Source: an optimization exercise on an open RTL-to-GDS flow (aim: small area and few clock cycles). Production flows keep margins and buffers that such runs may drop. In this exercise RTL edits were held to simulation tests only and were not proved equivalent to the original. No activity file was given, so power comes from the tool's default toggle rates.

## config.mk

```make
export PLATFORM = sky130hd
export DESIGN_NAME = sobel_top
export DESIGN_NICKNAME = sobel_top
export VERILOG_FILES = /design/flow/design.v
export SDC_FILE = /design/flow/constraint.sdc
export NUM_CORES = 4
export LEC_CHECK = 0
export CAP_MARGIN = 20
export CORE_MARGIN = 2
export CORE_UTILIZATION = 40
export SLEW_MARGIN = 20
```

## constraint.sdc

```tcl
create_clock -name core_clock -period 5.0 [get_ports {i_clk}]
set_input_delay 1.0000 -clock core_clock [delete_from_list [all_inputs] [get_ports {i_clk}]]
set_output_delay 1.0000 -clock core_clock [all_outputs]
set_load 0.01 [all_outputs]
```

## design.v

```verilog
module line_buffer(
  clka,
  wea,
  addra,
  dina,
  clkb,
  addrb,
  doutb
);
input clka;
input [0 : 0] wea;
input [2 : 0] addra;
input [63 : 0] dina;
input clkb;
input [5 : 0] addrb;
output reg [7 : 0] doutb;
reg [63:0] mem [0:7];
always @(posedge clka)
begin
    if(wea)
        mem[addra] <= dina;
end
always @(posedge clkb)
begin
    doutb <= mem[addrb[5:3]][8*addrb[2:0] +: 8];
end
endmodule
module output_fifo(
  rst,
  wr_clk,
  rd_clk,
  din,
  wr_en,
  rd_en,
  dout,
  full,
  empty
);
input rst;
input wr_clk;
input rd_clk;
input [7 : 0] din;
input wr_en;
input rd_en;
output [63 : 0] dout;
output full;
output empty;
reg [7:0] mem [0:63];
reg [5:0] wr_ptr;
reg [2:0] rd_ptr;
reg [6:0] count;
wire do_wr = wr_en & ~full;
wire do_rd = rd_en & ~empty;
assign full  = (count == 7'd64);
assign empty = (count < 7'd8);
assign dout  = {mem[{rd_ptr,3'd0}], mem[{rd_ptr,3'd1}], mem[{rd_ptr,3'd2}], mem[{rd_ptr,3'd3}],
                mem[{rd_ptr,3'd4}], mem[{rd_ptr,3'd5}], mem[{rd_ptr,3'd6}], mem[{rd_ptr,3'd7}]};
always @(posedge wr_clk)
begin
    if(do_wr)
        mem[wr_ptr] <= din;
end
always @(posedge wr_clk)
begin
    if(rst)
    begin
        wr_ptr <= 0;
        rd_ptr <= 0;
        count  <= 0;
    end
    else
    begin
        if(do_wr)
            wr_ptr <= wr_ptr + 1'b1;
        if(do_rd)
            rd_ptr <= rd_ptr + 1'b1;
        count <= count + (do_wr ? 7'd1 : 7'd0) - (do_rd ? 7'd8 : 7'd0);
    end
end
endmodule
module filter_x(
input            i_clk,
input            i_rst,
input [7:0]      i_pixel_1,
input [7:0]      i_pixel_2,
input [7:0]      i_pixel_3,
input            i_pixel_valid,
output           o_pixel_ack,
output reg       o_pixel_valid,
input            i_pixel_ack,
output  [9:0]    o_pixel
);
reg [23:0] line1;
reg [23:0] line2;
reg [23:0] line3;
reg        pix_val_int;
reg        pix_val_int_1;
reg [9:0]  line1_filt;
reg [9:0]  line3_filt;
reg [9:0]  int_pixel;
assign o_pixel_ack = i_pixel_ack;
assign o_pixel = int_pixel;
always @(posedge i_clk)
begin
    if(i_pixel_valid)
	 begin
	     line1  <=  {i_pixel_1,i_pixel_2,i_pixel_3};
		  line2  <=  line1;
		  line3  <=  line2;
	 end
end
always @(posedge i_clk)
begin
   line1_filt   <=  line1[23:16] + 2*line1[15:8] + line1[7:0];
   line3_filt   <=  line3[23:16] + 2*line3[15:8] + line3[7:0];
end
always @(posedge i_clk)
begin
    if(line1_filt > line3_filt)
        int_pixel  <=  line1_filt-line3_filt;
    else
	     int_pixel  <=  line3_filt-line1_filt;
end
always @(posedge i_clk)
begin
   if(!i_rst)
   begin
      pix_val_int    <=   1'b0;
      pix_val_int_1  <=   1'b0;
   end
   else
   begin
      pix_val_int    <=   i_pixel_valid & o_pixel_ack;  
      pix_val_int_1  <=   pix_val_int;
   end
end
always @(posedge i_clk)
begin
    if(!i_rst)
        o_pixel_valid   <=    1'b0;
    else if(pix_val_int_1)
	     o_pixel_valid   <=    1'b1;
	  else if(o_pixel_valid & i_pixel_ack)
        o_pixel_valid   <=    1'b0;
end		  
endmodule
module filter_y(
input            i_clk,
input            i_rst,
input [7:0]      i_pixel_1,
input [7:0]      i_pixel_2,
input [7:0]      i_pixel_3,
input            i_pixel_valid,
output           o_pixel_ack,
output reg       o_pixel_valid,
input            i_pixel_ack,
output  [9:0]    o_pixel
);
reg [23:0] line1;
reg [23:0] line2;
reg [23:0] line3;
reg        pix_val_int;
reg        pix_val_int_1;
reg [9:0]  line1_filt;
reg [9:0]  line3_filt;
reg [9:0]  int_pixel;
assign o_pixel_ack = i_pixel_ack;
assign o_pixel = int_pixel;
always @(posedge i_clk)
begin
    if(i_pixel_valid)
	 begin
	     line1  <=  {i_pixel_1,i_pixel_2,i_pixel_3};
		  line2  <=  line1;
		  line3  <=  line2;
	 end
end
always @(posedge i_clk)
begin
   line1_filt   <=  line1[23:16] + 2*line2[23:16] + line3[23:16];
   line3_filt   <=  line1[7:0] + 2*line2[7:0] + line3[7:0];
end
always @(posedge i_clk)
begin
    if(line1_filt > line3_filt)
        int_pixel  <=  line1_filt-line3_filt;
    else
	     int_pixel  <=  line3_filt-line1_filt;
end
always @(posedge i_clk)
begin
   if(!i_rst)
   begin
      pix_val_int    <=   1'b0;
      pix_val_int_1  <=   1'b0;
   end
   else
   begin
      pix_val_int    <=   i_pixel_valid & o_pixel_ack;  
      pix_val_int_1  <=   pix_val_int;
   end
end
always @(posedge i_clk)
begin
    if(!i_rst)
        o_pixel_valid   <=    1'b0;
    else if(pix_val_int_1)
	     o_pixel_valid   <=    1'b1;
	  else if(o_pixel_valid & i_pixel_ack)
        o_pixel_valid   <=    1'b0;
end		  
endmodule
module sobel_top(
input        i_clk,
input        i_rst,
input        i_line1_data_valid,
input [63:0] i_line1_data,
output       o_line1_data_ack,
input        i_line2_data_valid,
input [63:0] i_line2_data,
output       o_line2_data_ack,
input        i_line3_data_valid,
input [63:0] i_line3_data,
output       o_line3_data_ack,
output       o_sobel_data_valid,
output [63:0]o_sobel_data,
input        i_sobel_data_ack,
input        i_filter
);
reg [2:0]  line1_wr_addr;
reg [2:0]  line2_wr_addr;
reg [2:0]  line3_wr_addr;
reg [5:0]  line_rd_addr;
wire [7:0] line1_data;
wire [7:0] line2_data;
wire [7:0] line3_data;
wire [7:0] filt_out_pixel;
wire [9:0] x_filt_out_pixel;
wire [9:0] y_filt_out_pixel;
reg        line_data_valid;
wire       filter_rdy;
wire       filt_pixel_valid;
wire       out_fifo_full;
wire       out_fifo_empty;
localparam IDLE    = 'b0,
           RD_LINE = 'b1;
reg    rd_state;
assign o_line1_data_ack =  filter_rdy;
assign o_line2_data_ack =  filter_rdy;
assign o_line3_data_ack =  filter_rdy;
assign o_sobel_data_valid =  !out_fifo_empty;
assign filt_out_pixel =  ((x_filt_out_pixel +  y_filt_out_pixel)>>1) > 60 ? 8'h00 : 8'hFF;
always @(posedge i_clk)
begin
    if(!i_rst)
    begin
	     rd_state    <=    IDLE;
	     line_rd_addr  <=  0;
	     line_data_valid <=   1'b0;
    end
	 else
    begin	 
		case(rd_state)
			IDLE:begin
					line_rd_addr  <=  0;
					line_data_valid <=   1'b0;
					if(i_filter)
					begin
						line_data_valid <=   1'b1;
						line_rd_addr    <=   line_rd_addr + 1'b1;
						rd_state        <=   RD_LINE;
					end
			end
			RD_LINE:begin
					if((line_rd_addr != 0) & filter_rdy)
						line_rd_addr    <=   line_rd_addr + 1'b1;
					if(line_rd_addr == 0)
					begin
						line_data_valid <=   1'b0;
						if(!i_filter)
							rd_state    <=   IDLE;
					end	 
			end
		endcase
	end
end
always @(posedge i_clk)
begin
   if(!i_rst)
	begin
		line1_wr_addr <=  0;
      line2_wr_addr <=  0;
      line3_wr_addr <=  0;
	end
	else
	begin
		if(i_line1_data_valid)
			line1_wr_addr <= line1_wr_addr + 1'b1;
		if(i_line2_data_valid)
			line2_wr_addr <= line2_wr_addr + 1'b1;	 
		if(i_line3_data_valid)
			line3_wr_addr <= line3_wr_addr + 1'b1;	 
	end
end	
line_buffer lb1 (
  .clka(i_clk),  
  .wea(i_line1_data_valid),  
  .addra(line1_wr_addr),  
  .dina({i_line1_data[31:24],i_line1_data[23:16],i_line1_data[15:8],i_line1_data[7:0],i_line1_data[63:56],i_line1_data[55:48],i_line1_data[47:40],i_line1_data[39:32]}),  
  .clkb(i_clk),  
  .addrb(line_rd_addr),  
  .doutb(line1_data)  
);
line_buffer lb2 (
  .clka(i_clk),  
  .wea(i_line2_data_valid),  
  .addra(line2_wr_addr),  
  .dina({i_line2_data[31:24],i_line2_data[23:16],i_line2_data[15:8],i_line2_data[7:0],i_line2_data[63:56],i_line2_data[55:48],i_line2_data[47:40],i_line2_data[39:32]}),  
  .clkb(i_clk),  
  .addrb(line_rd_addr),  
  .doutb(line2_data)  
);
line_buffer lb3 (
  .clka(i_clk),  
  .wea(i_line3_data_valid),  
  .addra(line3_wr_addr),  
  .dina({i_line3_data[31:24],i_line3_data[23:16],i_line3_data[15:8],i_line3_data[7:0],i_line3_data[63:56],i_line3_data[55:48],i_line3_data[47:40],i_line3_data[39:32]}),  
  .clkb(i_clk),  
  .addrb(line_rd_addr),  
  .doutb(line3_data)  
);
filter_x filtx (
    .i_clk(i_clk), 
    .i_rst(i_rst), 
    .i_pixel_1(line1_data), 
    .i_pixel_2(line2_data), 
    .i_pixel_3(line3_data), 
    .i_pixel_valid(line_data_valid), 
    .o_pixel_ack(filter_rdy), 
    .o_pixel_valid(filt_pixel_valid), 
    .i_pixel_ack(~out_fifo_full), 
    .o_pixel(x_filt_out_pixel)
    );
filter_y filty (
    .i_clk(i_clk), 
    .i_rst(i_rst), 
    .i_pixel_1(line1_data), 
    .i_pixel_2(line2_data), 
    .i_pixel_3(line3_data), 
    .i_pixel_valid(line_data_valid), 
    .o_pixel_ack(), 
    .o_pixel_valid(), 
    .i_pixel_ack(~out_fifo_full), 
    .o_pixel(y_filt_out_pixel)
    );	 
output_fifo op_fifo (
  .wr_clk(i_clk),  
  .rd_clk(i_clk),  
  .rst(~i_rst),
  .din(filt_out_pixel),  
  .wr_en(filt_pixel_valid),  
  .rd_en(i_sobel_data_ack),  
  .dout({o_sobel_data[39:32],o_sobel_data[47:40],o_sobel_data[55:48],o_sobel_data[63:56],o_sobel_data[7:0],o_sobel_data[15:8],o_sobel_data[23:16],o_sobel_data[31:24]}),  
  .full(out_fifo_full),  
  .empty(out_fifo_empty)  
);	 
endmodule
```

## run.sh

```bash
#!/bin/bash
# synth_recipe.tcl (not shown) runs the flow's synth.tcl, then flattens the netlist and writes it again
# the make line also repeats each setting of config.mk as NAME=value (left out here)
make -C /OpenROAD-flow-scripts/flow DESIGN_CONFIG=/design/flow/config.mk WORK_HOME=/design/flow/orfs CLKGATE_MAP_FILE= SYNTH_SCRIPT=/design/flow/synth_recipe.tcl finish
```

==> flow_metrics.env <==
export IMPL_finish_instance_area_um2=83000
export IMPL_maxSlewHeadroom_pct=31.7
export IMPL_finalNetCount=4086
export IMPL_congestion_overflow_gr=0
export IMPL_worst_setup_path_end_kind="output port"
export IMPL_synth_warning_count=5
export IMPL_yosys_cell_types_count=60
export IMPL_routed_wirelength_um=167000
export IMPL_layout_cells_non_filler=6258
export IMPL_cts_repair_resized=0
export IMPL_via_count=33600
export IMPL_layout_area_overhead_vs_synth_pct=16.4
export IMPL_insertion_delay_ns=0.84
export IMPL_regToRegSetupSlack_ns=1.80
export IMPL_syn_mean_instance_area_um2=20.8
export IMPL_timing_critical_path_fanout_max=16
export IMPL_async_flop_share_pct=0
export IMPL_maxCapViolations=0
export IMPL_netlist_instances=3421
export IMPL_dr_first_iter_drc_count=3025
export IMPL_required_time_reported_for_the_critical_path_endpoint_ns=4.00
export IMPL_critPathMaxStageDelay_ns=0.85
export IMPL_clock_path_buffers=3
export IMPL_htree_num_levels=4
export IMPL_track_usage_pct=18.6
export IMPL_fin_crit_sh_pct=79.3
export IMPL_cpMaxStageDelayCell="dfxtp_1"
export IMPL_die_height_um=426
export IMPL_grt_setup_unrepaired="no"
export IMPL_most_frequent_cell_after_synthesis="edfxtp_1"
export IMPL_floorplan_core_area_um2=176000
export IMPL_whs_ns=0.403
export IMPL_grt_first_pass_wirelength_um=242000
export IMPL_cts_num_sinks=1798
export IMPL_postCtsSetupRepairBufs=0
export IMPL_drc=0
export IMPL_layout_drive_gt1_share_pct=22.2
export IMPL_drt_pre_antenna_iters=6
export IMPL_row_count=154
export IMPL_finalCriticalPeriod_ns=3.97
export IMPL_dp_cells=5905
export IMPL_power_leakage_uw=0.0260
export IMPL_detail_route_antenna_nets=0
export IMPL_cts_buffers=182
export IMPL_power_uw=36000
export IMPL_first_global_vias=34500
export IMPL_floorplan_initialDensity_pct=40.4
export IMPL_root_buffer="clkbuf_16"
export IMPL_place_detailed_hpwl_um=106000
export IMPL_post_cts_hold_buffer_count=0
export IMPL_synthDominantCellAreaShare_pct=70.5
export IMPL_final_fill_count=14600
export IMPL_synthesized_netlist_net_count=3758
export IMPL_skew_ns=0.0535
export IMPL_yosysSeqAreaShare_pct=74.0
export IMPL_yosys_most_used_dff="edfxtp_1"
export IMPL_grt_start_max_net_pins=75
export IMPL_capture_instance_of_the_worst_register_to_register_path="lb1.doutb[1]"
export IMPL_run_status="timing/DRC/antenna clean"
export IMPL_cts_tree="built"
export IMPL_clk_pin_slew_ns=0.06
export IMPL_globalplace_congestion=0.775
export IMPL_synth_top_cells_by_area="edfxtp_1 (70%), mux4_2 (14%), dfxtp_1 (3.5%)"
export IMPL_sequence_of_cells_on_the_critical_path="mux4_2, mux2_2, clkdlybuf4s50_1"
export IMPL_avgViaCountPerCell=5.37
export IMPL_synthesis_area_um2=71200
export IMPL_fmax_mhz=252
export IMPL_ios=267
export IMPL_kind_of_path_behind_the_tightest_hold_check="flip-flop to flip-flop"
export IMPL_synth_ff_latch_count=1798
export IMPL_seq_cell_area_um2=52800
export IMPL_hold_path_startpoint="lb3.doutb[5]"
export IMPL_synth_area_leader_cell="edfxtp_1"
export IMPL_multi_input_comb_area_um2=17200
export IMPL_post_synth_most_frequent_cells="edfxtp_1 (1672), mux4_2 (454), dfxtp_1 (126)"
export IMPL_timing_final_max_slew_violations=0
export IMPL_timing_worst_setup_path_type="flip-flop to output port"
export IMPL_timing_setup_tns_ns=0
export IMPL_die_width_um=426
export IMPL_timing_worst_slew_pin_value_ns=1.03
export IMPL_postPlaceCellArea_um2=76900
export IMPL_critical_path_startpoint_type="flip-flop"
export IMPL_numPortBuffers=266
export IMPL_r2r_cells=8
export IMPL_report_final_hold_viol_count=0
export IMPL_synth_enable_flop_cells=1672
export IMPL_worstSetupEndpoint="o_sobel_data[42]"
export IMPL_vdd_ir_drop_worst_uv=347
export IMPL_wl_per_cell_um=26.7
export IMPL_cp_data_arrival_time_ns=2.97
export IMPL_antenna_found_initial=63
export IMPL_power_density_nw_per_um2=434
export IMPL_dieArea_um2=182000
export IMPL_setup_violations=0
flip-flops by register name, indices dropped and copies added (netlist names), 24 cells and up, named ones only:
register	count
lb1.mem	512
filtx.line1	24
op_fifo.mem	64
filtx.line2	24
lb2.mem	512
lb3.mem	512
filtx.line3	24
layout make-up:
| type | count | share of cell area [%] |
|---|---|---|
| flip-flops and latches | 1798 | 63.6 |
| multi-input cells | 1331 | 20.8 |
| clock buffers | 239 | 5.86 |
| repair buffers | 352 | 4.43 |
| well taps | 2340 | 3.53 |
| clock inverters | 99 | 1.39 |
| inverters | 84 | 0.380 |
| diodes | 15 | 0.0452 |
power breakdown:
group | total (µW) | internal [µW] | switching [µW]
combinational | 4900 | 2200 | 2700
sequential | 17600 | 17300 | 362
clock | 13500 | 7710 | 5790
cells in the final DEF, fill, tap and decap left out, types with 57 or more instances in the layout:
cell type           n
clkdlybuf4s50_1   266
a21oi_1            69
ha_1              101
mux2i_1            62
nor2_1            104
inv_1              84
nand2_1            67
mux4_2            454
clkbuf_16         183
buf_4              57
edfxtp_1         1672
dfxtp_1           120
worst min-delay path by stage:
stage / end / slack (ns) / cells after the start
after CTS: filtx.line1[5] / 0.40 / 0
after global routing: filtx.line3[10] / 0.42 / 0
final: filtx.line1[5] / 0.40 / 0
after detailed placement: filtx.line1[5] / 0.39 / 0
after global placement: filtx.line1[5] / 0.39 / 0
after floorplan: filtx.line1[0] / 0.39 / 0
through the flow:
step | worst slack, ns | utilization [%]
6_report | 1.03 | 47.0
5_1_grt | 0.883 | 47.0
4_1_cts | 0.904 | 47.0
3_5_place_dp | 1.23 | 43.6
3_3_place_gp | 1.22 | 43.6
2_1_floorplan | 0.713 | -
per-layer routing:
layer  part of all wire (%)  wire length (µm)  GRT usage (%)
met2                     51             84600           31.2
met5                  0.091               152              0
met1                     41             68100           24.1
met4                    3.1              5190           6.41
met3                    5.4              9050           3.58
critical path, delay by kind of cell (launching register included):
family	cells	cell delay, ns
buffers and inverters	1	0.51
DFF	1	0.85
muxes	2	0.78
logic make-up after synthesis:
group	share of synthesized area, %
AOI/OAI and AO/OA	2.36
adders and majority gates	2.81
DFF	74.0
and+or+nand+nor	2.24
buffers and inverters	2.11
muxes	15.7
xor gates and xnor gates	0.799
Testbench counts, summed over its fixed seeds: cycles 14,784.

what the ideal ports hide:
No port has a modelled driver above. Below, the same layout with a new extraction and two added sets of constraints. Step 1: set_driving_cell puts a clkbuf_16 on i_clk and a buf_2 on each other input, an assumption about the parent block. Step 2, shift: input delay + t, output delay - t, t = (earliest + latest rising clock arrival at the registers) / 2. This alone moves slack from input paths to output paths. a / b / c = ideal / step 1 / step 2; a / b = the first two.
t, ns: 0.897
slack for setup (ns): 1.033 / 0.948 / 1.242
worst hold slack (ns): 0.403 / 0.403 / 0.403
clock arrival spread, ns: 0.066 / 0.066
After both steps this run still meets setup and hold. The setup slack of this run moves by -0.085 ns with the drivers and by +0.209 ns with both steps.
